This design comes from an exercise in tuning for small area, a short achievable clock period and few clock cycles per item on the open sky130 flow, not from production work. Function was checked by simulation only, so behaviour that the tests miss may differ from the original. Power figures rest on the tool's default switching activity, not on a simulated workload.

## design/flow/design.v

```verilog
module encoder
#(parameter N = 32)
(
    input logic [N - 1 : 0] x,
    output logic [$clog2(N) - 1 : 0] out
);
always_comb
begin
    out = {$clog2(N){1'b0}};
    for (int unsigned i = 0; i < N; i++)
    begin
        if (x[i])
            out |= $clog2(N)'(i);  
    end
end
endmodule
module combArbiter
#(parameter N = 32)
(  
    input logic [N - 1 : 0] x,
    output logic [N - 1 : 0] out
);
logic [N - 1 : 0] notFoundYet;
genvar i;
assign notFoundYet[0] = 1'b1;
generate
for(i = 1; i < N; i++)
begin: arbiterFor
    assign notFoundYet[i] = (~x[i - 1]) & notFoundYet[i - 1];
end
endgenerate
assign out = x & notFoundYet;
endmodule
module zeroMSBCounter
#(parameter N = 32)
(  
    input logic [N - 1 : 0] x,
    output logic [$clog2(N) - 1 : 0] out
);
logic [N - 1 : 0] xi;
logic [N - 1 : 0] caOut;
genvar i;
generate
for(i = 0; i < N; i++)
begin: invertbits
   assign xi[i] = x[N - 1 - i];
end
endgenerate
combArbiter #(N) ca(.x(xi), .out(caOut));
encoder #(N) enc(.x(caOut), .out(out));
endmodule
module csAddSubGen
#(parameter N = 32)
(
input logic sub,
input logic [N - 1 : 0] x,
input logic [N - 1 : 0] y,
input logic [N - 1 : 0] cin,
output logic [N - 1: 0] s,
output logic [N - 1 : 0] c
);
logic [N - 1 : 0] ys;
assign ys = y ^ {N{sub}};
assign c[0] = 1'b0;
assign s[0] = x[0] ^ ys[0] ^ sub;
assign c[1] = x[0] & ys[0] | x[0] & sub | ys[0] & sub;
assign s[N - 1 : 1] = x[N - 1 : 1] ^ ys[N - 1 : 1] ^ cin[N - 1 : 1];
assign c[N - 1 : 2] = x[N - 2 : 1] & ys[N - 2 : 1] | x[N - 2 : 1] & cin[N - 2 : 1] |
 ys[N - 2 : 1] & cin[N - 2 : 1];
endmodule
module qSelPLAPos
(
    input logic [4 : 0] r5,
    input logic [3 : 0] y4,
    output logic [1 : 0] q2  
);
always_comb
begin
    case ({y4, r5})
        {4'h8, 5'h0}: q2 = 2'b00;
        {4'h8, 5'h1}: q2 = 2'b00;
        {4'h8, 5'h2}: q2 = 2'b01;
        {4'h8, 5'h3}: q2 = 2'b01;
        {4'h8, 5'h4}: q2 = 2'b01;
        {4'h8, 5'h5}: q2 = 2'b01;
        {4'h8, 5'h6}: q2 = 2'b10;
        {4'h8, 5'h7}: q2 = 2'b10;
        {4'h8, 5'h8}: q2 = 2'b10;
        {4'h8, 5'h9}: q2 = 2'b10;
        {4'h8, 5'ha}: q2 = 2'b10;
        {4'h8, 5'hb}: q2 = 2'b10;
        {4'h9, 5'h0}: q2 = 2'b00;
        {4'h9, 5'h1}: q2 = 2'b00;
        {4'h9, 5'h2}: q2 = 2'b00;
        {4'h9, 5'h3}: q2 = 2'b01;
        {4'h9, 5'h4}: q2 = 2'b01;
        {4'h9, 5'h5}: q2 = 2'b01;
        {4'h9, 5'h6}: q2 = 2'b01;
        {4'h9, 5'h7}: q2 = 2'b10;
        {4'h9, 5'h8}: q2 = 2'b10;
        {4'h9, 5'h9}: q2 = 2'b10;
        {4'h9, 5'ha}: q2 = 2'b10;
        {4'h9, 5'hb}: q2 = 2'b10;
        {4'h9, 5'hc}: q2 = 2'b10;
        {4'h9, 5'hd}: q2 = 2'b10;
        {4'ha, 5'h0}: q2 = 2'b00;
        {4'ha, 5'h1}: q2 = 2'b00;
        {4'ha, 5'h2}: q2 = 2'b00;
        {4'ha, 5'h3}: q2 = 2'b01;
        {4'ha, 5'h4}: q2 = 2'b01;
        {4'ha, 5'h5}: q2 = 2'b01;
        {4'ha, 5'h6}: q2 = 2'b01;
        {4'ha, 5'h7}: q2 = 2'b01;
        {4'ha, 5'h8}: q2 = 2'b10;
        {4'ha, 5'h9}: q2 = 2'b10;
        {4'ha, 5'ha}: q2 = 2'b10;
        {4'ha, 5'hb}: q2 = 2'b10;
        {4'ha, 5'hc}: q2 = 2'b10;
        {4'ha, 5'hd}: q2 = 2'b10;
        {4'ha, 5'he}: q2 = 2'b10;
        {4'hb, 5'h0}: q2 = 2'b00;
        {4'hb, 5'h1}: q2 = 2'b00;
        {4'hb, 5'h2}: q2 = 2'b00;
        {4'hb, 5'h3}: q2 = 2'b01;
        {4'hb, 5'h4}: q2 = 2'b01;
        {4'hb, 5'h5}: q2 = 2'b01;
        {4'hb, 5'h6}: q2 = 2'b01;
        {4'hb, 5'h7}: q2 = 2'b01;
        {4'hb, 5'h8}: q2 = 2'b01;
        {4'hb, 5'h9}: q2 = 2'b10;
        {4'hb, 5'ha}: q2 = 2'b10;
        {4'hb, 5'hb}: q2 = 2'b10;
        {4'hb, 5'hc}: q2 = 2'b10;
        {4'hb, 5'hd}: q2 = 2'b10;
        {4'hb, 5'he}: q2 = 2'b10;
        {4'hb, 5'hf}: q2 = 2'b10;
        {4'hc, 5'h0}: q2 = 2'b00;
        {4'hc, 5'h1}: q2 = 2'b00;
        {4'hc, 5'h2}: q2 = 2'b00;
        {4'hc, 5'h3}: q2 = 2'b00;
        {4'hc, 5'h4}: q2 = 2'b01;
        {4'hc, 5'h5}: q2 = 2'b01;
        {4'hc, 5'h6}: q2 = 2'b01;
        {4'hc, 5'h7}: q2 = 2'b01;
        {4'hc, 5'h8}: q2 = 2'b01;
        {4'hc, 5'h9}: q2 = 2'b01;
        {4'hc, 5'ha}: q2 = 2'b10;
        {4'hc, 5'hb}: q2 = 2'b10;
        {4'hc, 5'hc}: q2 = 2'b10;
        {4'hc, 5'hd}: q2 = 2'b10;
        {4'hc, 5'he}: q2 = 2'b10;
        {4'hc, 5'hf}: q2 = 2'b10;
        {4'hc, 5'h10}: q2 = 2'b10;
        {4'hc, 5'h11}: q2 = 2'b10;
        {4'hd, 5'h0}: q2 = 2'b00;
        {4'hd, 5'h1}: q2 = 2'b00;
        {4'hd, 5'h2}: q2 = 2'b00;
        {4'hd, 5'h3}: q2 = 2'b00;
        {4'hd, 5'h4}: q2 = 2'b01;
        {4'hd, 5'h5}: q2 = 2'b01;
        {4'hd, 5'h6}: q2 = 2'b01;
        {4'hd, 5'h7}: q2 = 2'b01;
        {4'hd, 5'h8}: q2 = 2'b01;
        {4'hd, 5'h9}: q2 = 2'b01;
        {4'hd, 5'ha}: q2 = 2'b10;
        {4'hd, 5'hb}: q2 = 2'b10;
        {4'hd, 5'hc}: q2 = 2'b10;
        {4'hd, 5'hd}: q2 = 2'b10;
        {4'hd, 5'he}: q2 = 2'b10;
        {4'hd, 5'hf}: q2 = 2'b10;
        {4'hd, 5'h10}: q2 = 2'b10;
        {4'hd, 5'h11}: q2 = 2'b10;
        {4'hd, 5'h12}: q2 = 2'b10;
        {4'he, 5'h0}: q2 = 2'b00;
        {4'he, 5'h1}: q2 = 2'b00;
        {4'he, 5'h2}: q2 = 2'b00;
        {4'he, 5'h3}: q2 = 2'b00;
        {4'he, 5'h4}: q2 = 2'b01;
        {4'he, 5'h5}: q2 = 2'b01;
        {4'he, 5'h6}: q2 = 2'b01;
        {4'he, 5'h7}: q2 = 2'b01;
        {4'he, 5'h8}: q2 = 2'b01;
        {4'he, 5'h9}: q2 = 2'b01;
        {4'he, 5'ha}: q2 = 2'b01;
        {4'he, 5'hb}: q2 = 2'b10;
        {4'he, 5'hc}: q2 = 2'b10;
        {4'he, 5'hd}: q2 = 2'b10;
        {4'he, 5'he}: q2 = 2'b10;
        {4'he, 5'hf}: q2 = 2'b10;
        {4'he, 5'h10}: q2 = 2'b10;
        {4'he, 5'h11}: q2 = 2'b10;
        {4'he, 5'h12}: q2 = 2'b10;
        {4'he, 5'h13}: q2 = 2'b10;
        {4'hf, 5'h0}: q2 = 2'b00;
        {4'hf, 5'h1}: q2 = 2'b00;
        {4'hf, 5'h2}: q2 = 2'b00;
        {4'hf, 5'h3}: q2 = 2'b00;
        {4'hf, 5'h4}: q2 = 2'b00;
        {4'hf, 5'h5}: q2 = 2'b01;
        {4'hf, 5'h6}: q2 = 2'b01;
        {4'hf, 5'h7}: q2 = 2'b01;
        {4'hf, 5'h8}: q2 = 2'b01;
        {4'hf, 5'h9}: q2 = 2'b01;
        {4'hf, 5'ha}: q2 = 2'b01;
        {4'hf, 5'hb}: q2 = 2'b01;
        {4'hf, 5'hc}: q2 = 2'b10;
        {4'hf, 5'hd}: q2 = 2'b10;
        {4'hf, 5'he}: q2 = 2'b10;
        {4'hf, 5'hf}: q2 = 2'b10;
        {4'hf, 5'h10}: q2 = 2'b10;
        {4'hf, 5'h11}: q2 = 2'b10;
        {4'hf, 5'h12}: q2 = 2'b10;
        {4'hf, 5'h13}: q2 = 2'b10;
        {4'hf, 5'h14}: q2 = 2'b10;
        {4'hf, 5'h15}: q2 = 2'b10;
		  default:       q2 = 2'b00;
    endcase
end
endmodule
module Radix4SRTDivider
#(
    parameter N = 32
)
(
    input logic rst,
    input logic clk,
    input logic start,
    input logic signedInput,
    input logic [N - 1 : 0] x,
    input logic [N - 1 : 0] y,
    output logic [N - 1 : 0] q,
    output logic [N - 1 : 0] r,
    output logic done,
    output logic divByZeroEx
);
typedef enum {RESET, START, RUN, DONE} State;
State state;
logic doneReg;
logic divByZeroExReg;
logic [N - 1 : 0] qnReg;
logic [N - 1 : 0] yReg;
logic [2 * N + 2 : 0] rxqReg;
logic [$clog2(N) - 1 : 0] counter;
logic [$clog2(N) - 1 : 0] shiftY;
logic [$clog2(N) - 1 : 0] shiftYReg;
logic [N - 1 : 0] xAbs;
logic [N - 1 : 0] yAbs;
logic [N + 2 : 0] cReg;
logic [N + 2 : 0] ca, sa, cs, ss, ca2, sa2, cs2, ss2;
logic [N + 2 : 0] ca1, sa1, cs1, ss1;  
logic [5 : 0] r6;
logic [7 : 0] r8;
logic [2 * N + 2 : 0] rxVar;
logic [N + 2 : 0] sum;
logic q0, q1, qSign;
logic oppositeSign;
logic [N - 1 : 0] nonNegRemainder;
assign q = rxqReg[N - 1 : 0];
assign r = rxqReg[2 * N - 1 : N];
assign done = doneReg;
assign divByZeroEx = divByZeroExReg;
assign sum = rxqReg[2 * N + 2 : N] + {cReg[N + 2 : 0]};
assign r8 = sum[N : N - 7];  
assign r6 = r8[7 : 2];  
assign yAbs = (y[N - 1] & signedInput) ? -y : y;
assign xAbs = (x[N - 1] & signedInput) ? -x : x;
assign nonNegRemainder = sum[N + 2] ? N'((sum + yReg) >> shiftYReg) : N'(sum >> shiftYReg);
assign oppositeSign = signedInput & (x[N - 1] ^ y[N - 1]);
zeroMSBCounter #(N) zmsb(.x(yAbs), .out(shiftY));
csAddSubGen #(N + 3) csadd1(.sub(1'b0), .cin({cReg[N + 1 : 0], 1'b0}), .x({rxqReg[2 * N + 1 : N - 1]}), .y({3'b000, yReg}), 
.s(sa1), .c(ca1));
csAddSubGen #(N + 3) cssub1(.sub(1'b1), .cin({cReg[N + 1 : 0], 1'b0}), .x({rxqReg[2 * N + 1 : N - 1]}), .y({3'b000, yReg}), 
.s(ss1), .c(cs1));
csAddSubGen #(N + 3) csadd(.sub(1'b0), .cin({cReg[N : 0], 2'b00}), .x(rxqReg[2 * N : N - 2]), .y({3'b000, yReg}), 
.s(sa), .c(ca));
csAddSubGen #(N + 3) cssub(.sub(1'b1), .cin({cReg[N : 0], 2'b00}), .x(rxqReg[2 * N : N - 2]), .y({3'b000, yReg}), 
.s(ss), .c(cs));
csAddSubGen #(N + 3) csadd2(.sub(1'b0), .cin({cReg[N : 0], 2'b00}), .x(rxqReg[2 * N : N - 2]), .y({2'b0, yReg, 1'b0}), 
.s(sa2), .c(ca2));
csAddSubGen #(N + 3) cssub2(.sub(1'b1), .cin({cReg[N : 0], 2'b00}), .x(rxqReg[2 * N : N - 2]), .y({2'b0, yReg, 1'b0}), 
.s(ss2), .c(cs2));
qSelPLAPos qSelect(r6[5] ? ~r6[4 : 0]: r6[4 : 0], yReg[N - 1 : N - 4], {q1, q0});
assign qSign = r6[5] & (!({q1, q0} == 2'b00));  
always_comb
begin: signedShift
    rxVar = xAbs << shiftY;
end
always_ff @(posedge clk)
begin: FSM
    integer i;
    if(rst)
    begin
        state <= RESET;
        doneReg <= 1'b0; 
    end
    else 
    begin
        case (state)
            RESET:
            begin
                counter <= '0;
                rxqReg <= '0;
                yReg <= '0;
                qnReg <= '0;
                cReg <= '0;
                doneReg <= 1'b0;
                divByZeroExReg <= 1'b0;
                if(start)
                    state <= START;
                else 
                    state <= RESET;  
            end
            START:
            begin
               if (y == 0)
                begin
                    doneReg <= 1'b1;
                    divByZeroExReg <= 1'b1;
                    shiftYReg <= 0;
                    yReg <= 0;
                    rxqReg <= 0;
                    state <= DONE;  
                end
                else
		begin
		    if(yAbs == 1)
		    begin
                        doneReg <= 1'b1;
                    	shiftYReg <= 0;
                    	yReg <= 0;
                    	rxqReg <=  oppositeSign ? N'(-xAbs) : xAbs;
                    	state <= DONE;
		    end
		    else
		    begin
                    	shiftYReg <= shiftY;
                    	yReg <= yAbs << shiftY;
                    	rxqReg  <=   rxVar;
                    	state <= RUN;
		    end
		end
            end
            DONE:
            begin
                state <= DONE;
            end
            RUN:
            begin
                if (counter == ((N / 2) + (N % 2)))
                begin
                    rxqReg[2 * N - 1 : N] <= nonNegRemainder >= yAbs ? nonNegRemainder - yAbs : nonNegRemainder;
                    rxqReg[N - 1 : 0] <= oppositeSign ? sum[N + 2] - rxqReg[N - 1 : 0]  + (nonNegRemainder >= yAbs): rxqReg[N - 1 : 0] - sum[N + 2] + (nonNegRemainder >= yAbs);   
		    doneReg <= 1'b1;
                    counter <= 0;    
                    state <= DONE;
                end
                else
                if (counter == N / 2 && (N % 2)) 
                begin
                    case ({qSign, q1, q0})
                        3'b000:
                        begin
                            rxqReg <= {rxqReg[2 * N + 1 : 0], 1'b0};  
                            cReg <= {cReg[N + 1 : 0], 1'b0};                     
                            qnReg <= {qnReg[N - 2 : 0], 1'b1};
                        end
                        3'b001:
                        begin
                            rxqReg <= {ss1, rxqReg[N - 2 : 0], 1'b1};  
                            cReg <=  cs1;                     
                            qnReg <= {rxqReg[N - 2 : 0], 1'b0};
                        end
                        3'b010:
                        begin
                            rxqReg <= {ss1, rxqReg[N - 2 : 0], 1'b1};  
                            cReg <=  cs1;                     
                            qnReg <= {rxqReg[N - 2 : 0], 1'b0};
                        end
                        3'b101:
                        begin
                            rxqReg <= {sa1, qnReg[N - 2 : 0], 1'b1};  
                            cReg <=  ca1;                     
                            qnReg <= {qnReg[N - 2 : 0], 1'b0};
                        end
                        3'b110:
                        begin
                            rxqReg <= {sa1, qnReg[N - 2 : 0], 1'b1};  
                            cReg <=  ca1;                     
                            qnReg <= {qnReg[N - 2 : 0], 1'b0};
                        end
                    endcase
                    state <= RUN;
                    counter <= counter + 1;                
                end
                else
                begin
                    case ({qSign, q1, q0})
                        3'b000:
                        begin
                            rxqReg <= {rxqReg[2 * N : 0], 2'b00};  
                            cReg <= {cReg[N : 0], 2'b00};                     
                            qnReg <= {qnReg[N - 3 : 0], 2'b11};
                        end
                        3'b001:
                        begin
                            rxqReg <= {ss, rxqReg[N - 3 : 0], 2'b01};  
                            cReg <=  cs;                     
                            qnReg <= {rxqReg[N - 3 : 0], 2'b00};
                        end
                        3'b010:
                        begin
                            rxqReg <= {ss2, rxqReg[N - 3 : 0], 2'b10};  
                            cReg <=  cs2;                     
                            qnReg <= {rxqReg[N - 3 : 0], 2'b01};
                        end
                        3'b101:
                        begin
                            rxqReg <= {sa, qnReg[N - 3 : 0], 2'b11};  
                            cReg <=  ca;                     
                            qnReg <= {qnReg[N - 3 : 0], 2'b10};
                        end
                        3'b110:
                        begin
                            rxqReg <= {sa2, qnReg[N - 3 : 0], 2'b10};  
                            cReg <=  ca2;                     
                            qnReg <= {qnReg[N - 3 : 0], 2'b01};
                        end
                    endcase
                    state <= RUN;
                    counter <= counter + 1;                
                end
            end   
        endcase
    end
end  
endmodule
```

## design/flow/constraint.sdc

```tcl
create_clock -name core_clock -period 12.0 [get_ports {clk}]
set_input_delay 2.4000 -clock core_clock [delete_from_list [all_inputs] [get_ports {clk}]]
set_output_delay 2.4000 -clock core_clock [all_outputs]
set_load 0.01 [all_outputs]
```

## design/flow/config.mk

```make
export PLATFORM = sky130hd
export DESIGN_NAME = Radix4SRTDivider
export DESIGN_NICKNAME = Radix4SRTDivider
export VERILOG_FILES = /design/flow/design.v
export SDC_FILE = /design/flow/constraint.sdc
export NUM_CORES = 4
export LEC_CHECK = 0
export CAP_MARGIN = 20
export CORE_MARGIN = 2
export CORE_UTILIZATION = 40
export PLACE_DENSITY = 0.6
export SLEW_MARGIN = 20
```

## design/flow/run.sh

```bash
#!/bin/bash
# synth_recipe.tcl (not shown) runs the flow's synth.tcl, then flattens the netlist and writes it again
# the make line also repeats each setting of config.mk as NAME=value (left out here)
make -C /OpenROAD-flow-scripts/flow DESIGN_CONFIG=/design/flow/config.mk WORK_HOME=/design/flow/orfs CLKGATE_MAP_FILE= SYNTH_SCRIPT=/design/flow/synth_recipe.tcl finish
```

==> results_dict.tcl <==
set metrics [dict create \
    drtIter0Drc 3795 \
    area_growth_pct 16.2 \
    start_util_pct 40.4 \
    synth.most_common_cell "nor2_1" \
    setup_tns_ns 0 \
    dp_hpwl_um 105000 \
    dieHeight_um 284 \
    grt_max_degree 71 \
    r2r_end "rxqReg[30]$_SDFFCE_PN0P_" \
    cp-endpoint "rxqReg[30]$_SDFFCE_PN0P_" \
    worst_clock_skew_ns 0.0251 \
    cts.sinks 177 \
    required_ns 12.25 \
    grt_pass1_vias 29800 \
    avgSynthCellArea_um2 8.26 \
    hold_viol 0 \
    ff2ff_setup_slack_ns 0.42 \
    clk_latency_ns 0.51 \
    ys_warn_count 3 \
    synth-seq-area-share_pct 16.9 \
    worst_path_largest_cell_delay_ns 0.50 \
    grt_pass1_wl_um 194000 \
    cts_root_buf "clkbuf_16" \
    via_per_inst 6.27 \
    crit_path_top_delay_cell "mux4_2" \
    maxSlewHeadroom_pct 24.2 \
    power.density_nw_per_um2 151 \
    fmax_ghz 0.0864 \
    overflow 0 \
    maxCapViolations 0 \
    final_antenna_net_count 0 \
    ys_top_cells_by_count "nor2_1 (351), a21oi_1 (259), nand2_1 (253), inv_1 (223), xnor2_1 (220)" \
    yosysTopAreaCellShare_pct 16.7 \
    design.core.area_um2 77500 \
    critPathLaunchType "flop" \
    crit_start "cReg[1]$_SDFFCE_PP0P_" \
    drv_slew 0 \
    path_max_fanout 4 \
    cts_buffers 17 \
    max_slew.worst_pin.slew_ns 1.13 \
    synth.area.top_cells "edfxtp_1 (17%), fa_1 (7.9%), ha_1 (7.5%)" \
    synth_ff_type "edfxtp_1" \
    clk_pin_slew_ns 0.09 \
    wl_um 131000 \
    grt_use_total_pct 31.5 \
    diodes 0 \
    timing.rr.start "cReg[1]$_SDFFCE_PP0P_" \
    finalCriticalPeriod_ns 11.58 \
    yosys_register_bits 177 \
    crit_top_cell "buf_4" \
    synth.distinct_cells 105 \
    syn_inst 3794 \
    vias 31900 \
    fill_cells 7694 \
    arrival_ns 11.83 \
    routedWlPerCell_um 25.7 \
    status "timing/DRC/antenna clean" \
    setup_violations 0 \
    synthesis.area_um2 31300 \
    hp-class "flop to flop" \
    drive_gt1_share_pct 15.7 \
    routabilityCongestion 1.05 \
    ir_drop_mv 0.0978 \
    cts_max_level 4 \
    drc 0 \
    p_leak_nw 14.4 \
    std_cell_rows 102 \
    clockBufferDepth 2 \
    die_area_um2 80600 \
    synth_enable_flop_cells 174 \
    io_pins 134 \
    antenna_found_initial 7 \
    period_share_pct 96.5 \
    reg2reg_depth 52 \
    yosysTopAreaCell "edfxtp_1" \
    async_reset_ff_share_pct 0 \
    cts_tree "built" \
    power.total_mw 5.50 \
    syn_nets 4173 \
    critPathKind "flop to flop" \
    io_buffers 133 \
    fin_nets 4413 \
    fp.dieW_um 284 \
    first_pass_iters 6 \
    critPathCaptureType "flop" \
]
-- cells by family (layout without fill, tap and decap cells) --
family	after synthesis	after routing	synth area share (%)
xor gates and xnor gates	303	303	8.47
AOI/OAI and AO/OA	1182	1182	25.9
muxes	291	291	10.7
and+or+nand+nor	1013	1013	15.3
buffers and inverters	517	770	7.41
DFF	177	177	16.9
adders and majority gates	311	311	15.4
-- worst min path at each step --
stage | end | slack, ns | cells past startpoint | start
final | counter[0]$_SDFFCE_PP0P_ | 0.63 | 1 | counter[0]$_SDFFCE_PP0P_
after global routing | qnReg[29]$_SDFFCE_PN0P_ | 0.65 | 2 | qnReg[27]$_SDFFCE_PN0P_
after CTS | qnReg[29]$_SDFFCE_PN0P_ | 0.62 | 2 | qnReg[27]$_SDFFCE_PN0P_
after detailed placement | qnReg[11]$_SDFFCE_PN0P_ | 0.58 | 2 | qnReg[9]$_SDFFCE_PN0P_
after global placement | qnReg[29]$_SDFFCE_PN0P_ | 0.59 | 2 | qnReg[27]$_SDFFCE_PN0P_
after floorplan | doneReg$_SDFFE_PP0P_ | 0.53 | 2 | doneReg$_SDFFE_PP0P_
-- area by class of cell --
type | count | area, um^2 | share of cell area [%]
Tap cell | 1040 | 1300 | 3.57
Inverter | 225 | 845 | 2.32
Clock buffer | 18 | 429 | 1.18
Timing Repair Buffer | 513 | 4200 | 11.5
Sequential cell | 177 | 5290 | 14.5
Clock inverter | 14 | 193 | 0.529
Multi-Input combinational cell | 3100 | 24200 | 66.4
-- worst max-delay path: cells and delay by family, from the launching register on --
kind	cells	cell delay (ns)
multiplexers	4	1.28
XOR/XNOR	2	0.31
AND/OR/NAND/NOR	11	1.89
adder cells (fa/ha/maj)	6	1.81
flip-flops	1	0.41
buffers and inverters	6	0.89
AO/OA/AOI/OAI	23	4.73
-- routing by layer --
layer	GRT usage (%)	up-vias	wire length, um
li1	-	14500	-
met1	42.7	15500	54900
met2	49.2	1590	57900
met3	5.16	288	11200
met4	14.1	10	6800
met5	0	-	57
-- flip-flops by register name, indices dropped and copies added, names as in the netlist --
register,cells
shiftYReg,5
yReg,32
qnReg,30
state,2
divByZeroExReg,1
doneReg,1
counter,5
rxqReg,67
cReg,34
-- power by group --
| part | switching (mW) | internal, mW | leakage, nW |
|---|---|---|---|
| Sequential | 0.0857 | 0.754 | 1.78 |
| Combinational | 2.33 | 1.72 | 12.3 |
| Clock | 0.314 | 0.302 | 0.298 |
-- through the flow --
| step | util (%) | worst slack [ns] | cell area (um^2) | hold WS (ns) | std cells |
|---|---|---|---|---|---|
| floorplan | - | 0.641 | 31300 | 0.531 | 3794 |
| finish | 47.0 | 0.421 | 36400 | 0.627 | 5087 |
| detailed placement | 45.6 | -0.686 | 35400 | 0.583 | 5040 |
| CTS | 46.6 | 0.00190 | 36100 | 0.620 | 5074 |
| global route | 47.0 | -0.0282 | 36400 | 0.650 | 5087 |
| global placement | 45.6 | -0.536 | 35400 | 0.588 | 5040 |
-- repair_timing --
action / in CTS / in global routing
resized for setup: 17 / 51
pin swaps: 4 / 45
endpoints found under the setup margin: 5 / 15
hold buffers: 0 / 0
buffers inserted: 2 / 14
-- cells in the final DEF (no fill, tap or decap), types with 28 or more instances in the layout --
| master | Yosys | layout |
|---|---|---|
| a211oi_1 | 83 | 74 |
| a21o_1 | 46 | 46 |
| a21oi_1 | 259 | 255 |
| a221oi_1 | 70 | 69 |
| a22oi_1 | 90 | 90 |
| a31oi_1 | 40 | 39 |
| and2_1 | 30 | 29 |
| and3_1 | 30 | 29 |
| buf_4 | 67 | 379 |
| clkdlybuf4s50_1 | 0 | 133 |
| edfxtp_1 | 174 | 174 |
| fa_1 | 123 | 120 |
| ha_1 | 188 | 181 |
| inv_1 | 223 | 221 |
| mux2_2 | 74 | 74 |
| mux2i_1 | 190 | 190 |
| nand2_1 | 253 | 250 |
| nand2b_1 | 32 | 30 |
| nand3_1 | 61 | 61 |
| nor2_1 | 351 | 344 |
| nor3_1 | 92 | 88 |
| o211ai_1 | 43 | 43 |
| o21ai_0 | 171 | 163 |
| o22ai_1 | 87 | 86 |
| or3_1 | 28 | 28 |
| xnor2_1 | 220 | 219 |
| xor2_1 | 83 | 83 |
Testbench counts, summed over its fixed seeds: cycles 68,836, divisions 3,200.

## port drivers added, routing unchanged
No port has a modelled driver above. Below, the same layout with a new extraction and two added sets of constraints. Step 1 sets driving cells, clkbuf_16 on the clock port and buf_2 on the other inputs (assumed; they add their load-dependent delay and slew). Step 2 times the ports against the registers' clock, not the clock port: input delays grow and output delays shrink by t, the midpoint of the rising clock arrivals with the driver on. a / b / c = no drivers / after step 1 / after step 2; a / b = the first two.
t (ns): 0.562
setup WS [ns]: 0.421 / 0.421 / 0.421
hold WS [ns]: 0.627 / 0.627 / 0.627
worst setup path after step 2: register to register
latest minus earliest clock arrival (ns): 0.025 / 0.025
After both steps this run still meets setup and hold. The setup slack of this run moves by 0.000 ns with the drivers and by 0.000 ns with both steps.
